Source: an optimization exercise on an open RTL-to-GDS flow (aim: a short achievable clock period and few clock cycles). Production flows keep margins and buffers that such runs may drop.
In this exercise RTL edits were held to simulation tests only and were not proved equivalent to the original.
No activity file was given, so power comes from the tool's default toggle rates.

==> 02-17 <==
==> flow/design.v <==
module cpu(clk,reset,s,in,out,N,V,Z,w,mem_addr,mem_cmd);
	input clk, reset, s;
	input [15:0] in;
	output N, V, Z, w;
	output [1:0] mem_cmd;
	output [8:0] mem_addr;
	output [15:0] out;
	reg N, V, Z, w;
	reg [1:0] mem_cmd;
	reg [8:0] mem_addr;
	reg [15:0] out;
	localparam BW = 2;           
	localparam BN = 1 << BW;     
	function [7:0] onehot;
		input [2:0] n;
		onehot = 8'b1 << n;
	endfunction
	function [57:0] decode;
		input [15:0] x;
		reg movi, movr, add, cmp, andi, mvn, ldr, str, halt;
		reg [7:0] ma, md, mm, rmask, wmask, dest;
		begin
			movi = (x[15:11] == 5'b11010);
			movr = (x[15:11] == 5'b11000);
			add  = (x[15:11] == 5'b10100);
			cmp  = (x[15:11] == 5'b10101);
			andi = (x[15:11] == 5'b10110);
			mvn  = (x[15:11] == 5'b10111);
			ldr  = (x[15:13] == 3'b011);
			str  = (x[15:13] == 3'b100);
			halt = (x[15:13] == 3'b111);
			ma = onehot(x[10:8]);
			md = onehot(x[7:5]);
			mm = onehot(x[2:0]);
			rmask = ({8{add | cmp | andi | ldr | str}} & ma) |
			        ({8{str}} & md) |
			        ({8{movr | add | cmp | andi | mvn}} & mm);
			dest = movi ? ma : md;
			wmask = {8{movi | movr | add | andi | mvn | ldr}} & dest;
			decode = {halt, str, ldr, mvn, andi, cmp, add, movr, movi,
			          movi | movr | add | andi | mvn,
			          rmask, wmask, ma, md, mm, dest};
		end
	endfunction
	reg [8:0] pc;           
	reg busF, busL;         
	reg prevF, prevL;       
	reg [7:0] bus_ld;       
	reg [7:0] ld_rd;        
	reg [16*BN-1:0] ib;
	reg [BW-1:0] wp, rp;
	reg [BW:0] cnt;
	reg empty;
	reg [15:0] q0;
	reg [57:0] qd;
	reg v0;
	reg ex_v, ex_wen, ex_add, ex_cmp, ex_ldr, ex_str, ex_and, ex_cin;
	reg [7:0] ex_rd;        
	reg [7:0] ex_ldm;       
	reg hz;                 
	reg [2:0] fsa, fsb, fss;
	reg [15:0] A, B, S;
	reg w_v;
	reg [7:0] w_rd;
	reg [15:0] w_val;
	wire d_halt = qd[57], d_str = qd[56], d_ldr = qd[55], d_mvn = qd[54];
	wire d_and = qd[53], d_cmp = qd[52], d_add = qd[51], d_movr = qd[50], d_movi = qd[49];
	wire d_wen = qd[48];
	wire [7:0] rmask = qd[47:40], wmask = qd[39:32];
	wire [7:0] ma = qd[31:24], md = qd[23:16], mm = qd[15:8], dest = qd[7:0];
	wire [15:0] sum, early;
	wire [2:0] fl;
	ALU alu(.A(A), .B(B), .cin(ex_cin), .sel_and(ex_and),
	        .sum(sum), .early(early), .flags(fl));
	always @(posedge clk) begin
		w_v <= ~reset & ex_v & ex_wen;
		w_rd <= ex_rd;
		w_val <= ex_add ? sum : early;
	end
	wire [15:0] ra, rb, rs;
	regfile RF(.clk(clk),
	           .we1(w_v), .wn1(w_rd), .wd1(w_val),
	           .we2(prevL), .wn2(ld_rd), .wd2(in),
	           .sel_a(ma), .sel_b(mm), .sel_s(md),
	           .da(ra), .db(rb), .ds(rs));
	function [15:0] pick;
		input [2:0] f;
		input [15:0] e, wv, l, r;
		pick = ({16{f[2]}} & e) | ({16{f[1]}} & wv) | ({16{f[0]}} & l) |
		       ({16{~|f}} & r);
	endfunction
	wire [15:0] va = pick(fsa, early, w_val, in, ra);
	wire [15:0] vb = pick(fsb, early, w_val, in, rb);
	wire [15:0] vs = pick(fss, early, w_val, in, rs);
	wire [15:0] vb_sh;
	shifter SH(.in(vb), .shift(q0[4:3]), .sout(vb_sh));
	wire [15:0] sx5 = {{11{q0[4]}}, q0[4:0]};
	wire [15:0] sx8 = {{8{q0[7]}}, q0[7:0]};
	wire [15:0] nextB = d_movi ? sx8 :
	                    (d_ldr | d_str) ? sx5 :
	                    ((d_cmp | d_mvn) ? ~vb_sh : vb_sh);
	wire rd_go = v0 & ~d_halt & ~w & ~hz;
	always @(posedge clk) begin
		A <= va;
		B <= nextB;
		S <= vs;
		ex_rd <= dest;
		ex_wen <= d_wen;
		ex_add <= d_add;
		ex_cmp <= d_cmp;
		ex_ldr <= d_ldr;
		ex_str <= d_str;
		ex_and <= d_and;
		ex_cin <= d_cmp;
		ex_ldm <= dest & {8{d_ldr & rd_go}};
		if (reset)
			ex_v <= 1'b0;
		else
			ex_v <= rd_go;
	end
	wire in_halt = ~v0 & empty & prevF & (in[15:13] == 3'b111);
	wire halt_now = ((v0 & d_halt) | in_halt) & ~(ex_v & ex_str);
	reg [2:0] flags;
	always @(posedge clk) begin
		if (ex_v & ex_cmp)
			flags <= fl;
		{N, V, Z} <= (ex_v & ex_cmp) ? fl : flags;
		if (reset)
			w <= 1'b0;
		else if (halt_now)
			w <= 1'b1;
	end
	wire ex_mem = ex_v & (ex_ldr | ex_str);
	reg [BW+1:0] outst;
	wire fetch = s & ~(v0 & d_halt) & ~w & (outst <= BN);
	wire fetch_go = fetch & ~ex_mem;
	wire [BW+1:0] outst_f = fetch_go ? outst + 1'b1 : outst;
	wire [BW+1:0] outst_fd = fetch_go ? outst : outst - 1'b1;
	always @(posedge clk) begin
		if (reset)
			outst <= 1;
		else
			outst <= rd_go ? outst_fd : outst_f;
	end
	always @(posedge clk) begin
		if (reset) begin
			mem_cmd <= 2'd1;
			mem_addr <= 9'd0;
			pc <= 9'd1;
			busF <= 1'b1;
			busL <= 1'b0;
			prevF <= 1'b0;
			prevL <= 1'b0;
		end else begin
			prevF <= busF;
			prevL <= busL;
			if (ex_mem) begin
				mem_cmd <= ex_ldr ? 2'd1 : 2'd2;
				mem_addr <= sum[8:0];
				busF <= 1'b0;
				busL <= ex_ldr;
			end else if (fetch) begin
				mem_cmd <= 2'd1;
				mem_addr <= pc;
				pc <= pc + 9'd1;
				busF <= 1'b1;
				busL <= 1'b0;
			end else begin
				mem_cmd <= 2'd0;
				busF <= 1'b0;
				busL <= 1'b0;
			end
		end
		out <= S;
		bus_ld <= ex_rd;
		ld_rd <= bus_ld;
	end
	wire ld0 = rd_go | ~v0;
	wire avail = ~empty | prevF;
	wire take = ld0 & avail;
	wire [15:0] bh = ib[16*rp +: 16];
	wire [15:0] nq = empty ? in : bh;
	wire [57:0] dn = decode(nq);
	wire nx_early = rd_go & d_wen & ~d_add;
	wire nx_slow = rd_go & (d_add | d_ldr);
	wire nw_v = ex_v & ex_wen;
	function [2:0] fsel;
		input [7:0] m;
		reg e, f, l;
		begin
			e = nx_early & |(dest & m);
			f = nw_v & |(ex_rd & m);
			l = busL & |(bus_ld & m);
			fsel = {e, f & ~e, l & ~e & ~f};
		end
	endfunction
	wire hz_keep = |(rmask & ex_ldm);
	wire [7:0] busy_n = ex_ldm | (dest & {8{nx_slow}});
	wire hz_take = |(dn[47:40] & busy_n);
	wire [BW:0] cnt_t = prevF ? cnt : cnt - 1'b1;
	wire [BW:0] cnt_n = prevF ? cnt + 1'b1 : cnt;
	wire empty_t = prevF ? empty : (cnt == 1);
	wire empty_n = empty & ~prevF;
	always @(posedge clk) begin
		if (prevF)
			ib[16*wp +: 16] <= in;
		q0 <= take ? nq : (q0 & {16{v0}});
		qd <= take ? dn : (qd & {58{v0}});
		hz <= take ? hz_take : hz_keep;
		fsa <= take ? fsel(dn[31:24]) : fsel(ma);
		fsb <= take ? fsel(dn[15:8]) : fsel(mm);
		fss <= take ? fsel(dn[23:16]) : fsel(md);
		if (reset) begin
			wp <= 0;
			rp <= 0;
			cnt <= 0;
			empty <= 1'b1;
			v0 <= 1'b0;
		end else begin
			if (prevF)
				wp <= wp + 1'b1;
			if (take)
				rp <= rp + 1'b1;
			cnt <= take ? cnt_t : cnt_n;
			empty <= take ? empty_t : empty_n;
			if (ld0)
				v0 <= avail;
		end
	end
endmodule
module regfile(clk,we1,wn1,wd1,we2,wn2,wd2,sel_a,sel_b,sel_s,da,db,ds);
	input clk, we1, we2;
	input [7:0] wn1, wn2;            
	input [15:0] wd1, wd2;
	input [7:0] sel_a, sel_b, sel_s;  
	output [15:0] da, db, ds;
	reg [16*8-1:0] R;
	function [15:0] rd;
		input [7:0] sel;
		input [16*8-1:0] r;
		integer k;
		begin
			rd = 16'b0;
			for (k = 0; k < 8; k = k + 1)
				rd = rd | (r[16*k +: 16] & {16{sel[k]}});
		end
	endfunction
	assign da = rd(sel_a, R);
	assign db = rd(sel_b, R);
	assign ds = rd(sel_s, R);
	integer i;
	always @(posedge clk) begin
		for (i = 0; i < 8; i = i + 1) begin
			if (we1 && wn1[i])
				R[16*i +: 16] <= wd1;
			else if (we2 && wn2[i])
				R[16*i +: 16] <= wd2;
		end
	end
endmodule
module shifter(in,shift,sout);
	input [15:0] in;
	input [1:0] shift;
	output [15:0] sout;
	reg [15:0] sout;
	always @(*) begin
		case(shift)
			0: sout = in;
			1: sout = {in[14:0], 1'b0};
			2: sout = {1'b0, in[15:1]};
			default: sout = {in[15], in[15:1]};
		endcase
	end
endmodule
module ALU(A,B,cin,sel_and,sum,early,flags);
	input [15:0] A, B;
	input cin, sel_and;
	output [15:0] sum, early;
	output [2:0] flags;
	wire [16:0] s17 = {A, 1'b1} + {B, cin};
	assign sum = s17[16:1];
	assign early = sel_and ? (A & B) : B;
	wire [15:0] p = A ^ B;
	wire [15:0] t = A | B;
	wire zero = &(p ~^ {t[14:0], cin});
	assign flags = {sum[15], (A[15] != B[15]) && (sum[15] != A[15]), zero};
endmodule
==> flow/run.sh <==
#!/bin/bash
# synth_recipe.tcl (not shown) runs the flow's synth.tcl, then flattens the netlist and writes it again
# the make line also repeats each setting of config.mk as NAME=value (left out here)
make -C /OpenROAD-flow-scripts/flow DESIGN_CONFIG=/design/flow/config.mk WORK_HOME=/design/flow/orfs CLKGATE_MAP_FILE= SYNTH_SCRIPT=/design/flow/synth_recipe.tcl finish
==> flow/config.mk <==
export PLATFORM = sky130hd
export DESIGN_NAME = cpu
export DESIGN_NICKNAME = cpu
export VERILOG_FILES = /design/flow/design.v
export SDC_FILE = /design/flow/constraint.sdc
export NUM_CORES = 4
export LEC_CHECK = 0
export CAP_MARGIN = 20
export CORE_MARGIN = 2
export CORE_UTILIZATION = 40
export SETUP_SLACK_MARGIN = 4
export SLEW_MARGIN = 20
==> flow/constraint.sdc <==
create_clock -name core_clock -period 6.0 [get_ports {clk}]
set_input_delay 1.2000 -clock core_clock [delete_from_list [all_inputs] [get_ports {clk}]]
set_output_delay 1.2000 -clock core_clock [all_outputs]
set_load 0.01 [all_outputs]
==> 02-08 (differences from 02-17) <==
--- a/flow/design.v
+++ b/flow/design.v
@@ -10,6 +10,5 @@
 	reg [8:0] mem_addr;
 	reg [15:0] out;
-	localparam BW = 2;           
-	localparam BN = 1 << BW;     
+	localparam FN = 6;           
 	function [7:0] onehot;
 		input [2:0] n;
@@ -48,8 +47,6 @@
 	reg [7:0] bus_ld;       
 	reg [7:0] ld_rd;        
-	reg [16*BN-1:0] ib;
-	reg [BW-1:0] wp, rp;
-	reg [BW:0] cnt;
-	reg empty;
+	reg [16*FN-1:0] ib;     
+	reg [FN-1:0] occ;       
 	reg [15:0] q0;
 	reg [57:0] qd;
@@ -119,11 +116,11 @@
 			ex_v <= rd_go;
 	end
-	wire in_halt = ~v0 & empty & prevF & (in[15:13] == 3'b111);
-	wire halt_now = ((v0 & d_halt) | in_halt) & ~(ex_v & ex_str);
+	wire in_halt = ~v0 & ~occ[0] & prevF & (in[15:13] == 3'b111);
+	wire halt_now = ((v0 & d_halt) | in_halt) & ~(ex_v & (ex_str | ex_cmp));
 	reg [2:0] flags;
 	always @(posedge clk) begin
 		if (ex_v & ex_cmp)
 			flags <= fl;
-		{N, V, Z} <= (ex_v & ex_cmp) ? fl : flags;
+		{N, V, Z} <= flags;
 		if (reset)
 			w <= 1'b0;
@@ -132,9 +129,9 @@
 	end
 	wire ex_mem = ex_v & (ex_ldr | ex_str);
-	reg [BW+1:0] outst;
-	wire fetch = s & ~(v0 & d_halt) & ~w & (outst <= BN);
+	reg [3:0] outst;
+	wire fetch = s & ~(v0 & d_halt) & ~w & (outst < FN);
 	wire fetch_go = fetch & ~ex_mem;
-	wire [BW+1:0] outst_f = fetch_go ? outst + 1'b1 : outst;
-	wire [BW+1:0] outst_fd = fetch_go ? outst : outst - 1'b1;
+	wire [3:0] outst_f = fetch_go ? outst + 1'b1 : outst;
+	wire [3:0] outst_fd = fetch_go ? outst : outst - 1'b1;
 	always @(posedge clk) begin
 		if (reset)
@@ -177,8 +174,6 @@
 	end
 	wire ld0 = rd_go | ~v0;
-	wire avail = ~empty | prevF;
-	wire take = ld0 & avail;
-	wire [15:0] bh = ib[16*rp +: 16];
-	wire [15:0] nq = empty ? in : bh;
+	wire take = ld0 & occ[0];
+	wire [15:0] nq = ib[15:0];
 	wire [57:0] dn = decode(nq);
 	wire nx_early = rd_go & d_wen & ~d_add;
@@ -198,11 +193,16 @@
 	wire [7:0] busy_n = ex_ldm | (dest & {8{nx_slow}});
 	wire hz_take = |(dn[47:40] & busy_n);
-	wire [BW:0] cnt_t = prevF ? cnt : cnt - 1'b1;
-	wire [BW:0] cnt_n = prevF ? cnt + 1'b1 : cnt;
-	wire empty_t = prevF ? empty : (cnt == 1);
-	wire empty_n = empty & ~prevF;
-	always @(posedge clk) begin
-		if (prevF)
-			ib[16*wp +: 16] <= in;
+	wire [FN:0] occ1 = {1'b0, occ};
+	wire [FN:0] occ0 = {occ, 1'b1};    
+	integer i;
+	always @(posedge clk) begin
+		for (i = 0; i < FN; i = i + 1) begin
+			if (take)
+				ib[16*i +: 16] <= (prevF & occ1[i] & ~occ1[i+1]) ? in :
+				                  ((i + 1 < FN) ? ib[16*(i+1) +: 16] : 16'b0);
+			else
+				ib[16*i +: 16] <= (prevF & ~occ1[i] & occ0[i]) ? in :
+				                  (ib[16*i +: 16] & {16{occ[i]}});
+		end
 		q0 <= take ? nq : (q0 & {16{v0}});
 		qd <= take ? dn : (qd & {58{v0}});
@@ -212,18 +212,13 @@
 		fss <= take ? fsel(dn[23:16]) : fsel(md);
 		if (reset) begin
-			wp <= 0;
-			rp <= 0;
-			cnt <= 0;
-			empty <= 1'b1;
+			occ <= 0;
 			v0 <= 1'b0;
 		end else begin
-			if (prevF)
-				wp <= wp + 1'b1;
 			if (take)
-				rp <= rp + 1'b1;
-			cnt <= take ? cnt_t : cnt_n;
-			empty <= take ? empty_t : empty_n;
+				occ <= prevF ? occ : {1'b0, occ[FN-1:1]};
+			else
+				occ <= prevF ? {occ[FN-2:0], 1'b1} : occ;
 			if (ld0)
-				v0 <= avail;
+				v0 <= occ[0];
 		end
 	end
==> run summary <==
                                                                                     02-08                      02-17
Layout multi-input combinational cell count                                           1575                       1539
Number of non-clock buffers in the layout                                              246                        291
Die Area                                                                       58880 sq um                57960 sq um
Source of the critical timing path                                                       w                     in[14]
Number of tap cells added at floorplan                                                 756                        748
Fraction of area in non-clock buffers                                              0.09541                     0.1043
Largest net degree at the start of global routing                                       66                         71
Proportion of power drawn by the clock network                                       0.385                      0.233
Outcome                                                                     finished clean             finished clean
Type of the worst setup path                                                       reg2out                     in2reg
Grt met1 use                                                                        0.3701                     0.3841
Yosys top cell by area                                            sky130_fd_sc_hd__dfxtp_1  sky130_fd_sc_hd__edfxtp_1
Clock network area share                                                           0.05822                    0.05299
Final weighted congestion of routability-driven global placement                    0.9212                     0.9640
Number of placement rows                                                                87                         86
Leading cell type in the layout, fill and taps excluded           sky130_fd_sc_hd__dfxtp_1   sky130_fd_sc_hd__nand2_1
Post-Place Cells                                                                      2960                       2941
Half-perimeter wire length after placement                                        52420 um                   54590 um
Synthesized-area fraction occupied by adder cells                                  0.02043                    0.02523
Post-synth EDFFs                                                                       131                        195
Top layer reached by signal wires                                                     met4                       met5
Testbench counts of 02-17, summed over its fixed seeds: cycles 8,287.
Testbench counts of 02-08, summed over its fixed seeds: cycles 8,272.

==> port drivers added, routing unchanged <==
The results above use ideal ports. As a check the final layouts listed here were re-extracted and re-timed, cells and wires unchanged.
Step 1: set_driving_cell puts a clkbuf_16 on clk and a buf_2 on each other input, an assumption about the parent block.
Step 2, shift: input delay + t, output delay - t, t = (earliest + latest rising clock arrival at the registers) / 2. This alone moves slack from input paths to output paths.
a / b / c = no drivers / after step 1 / after step 2; a / b = the first two.
run	t, ns	setup slack, ns	hold slack, ns	pins driven straight from the clock port
02-17	0.650	3.151 / 3.131 / 2.481	0.325 / 0.325 / 0.325	1
02-08	0.667	3.672 / 3.610 / 3.351	0.324 / 0.324 / 0.324	1
After both steps setup and hold are still met in every run listed. For 02-17, which loses most, drivers alone change the setup slack by -0.020 ns; drivers and shift together by -0.670 ns.
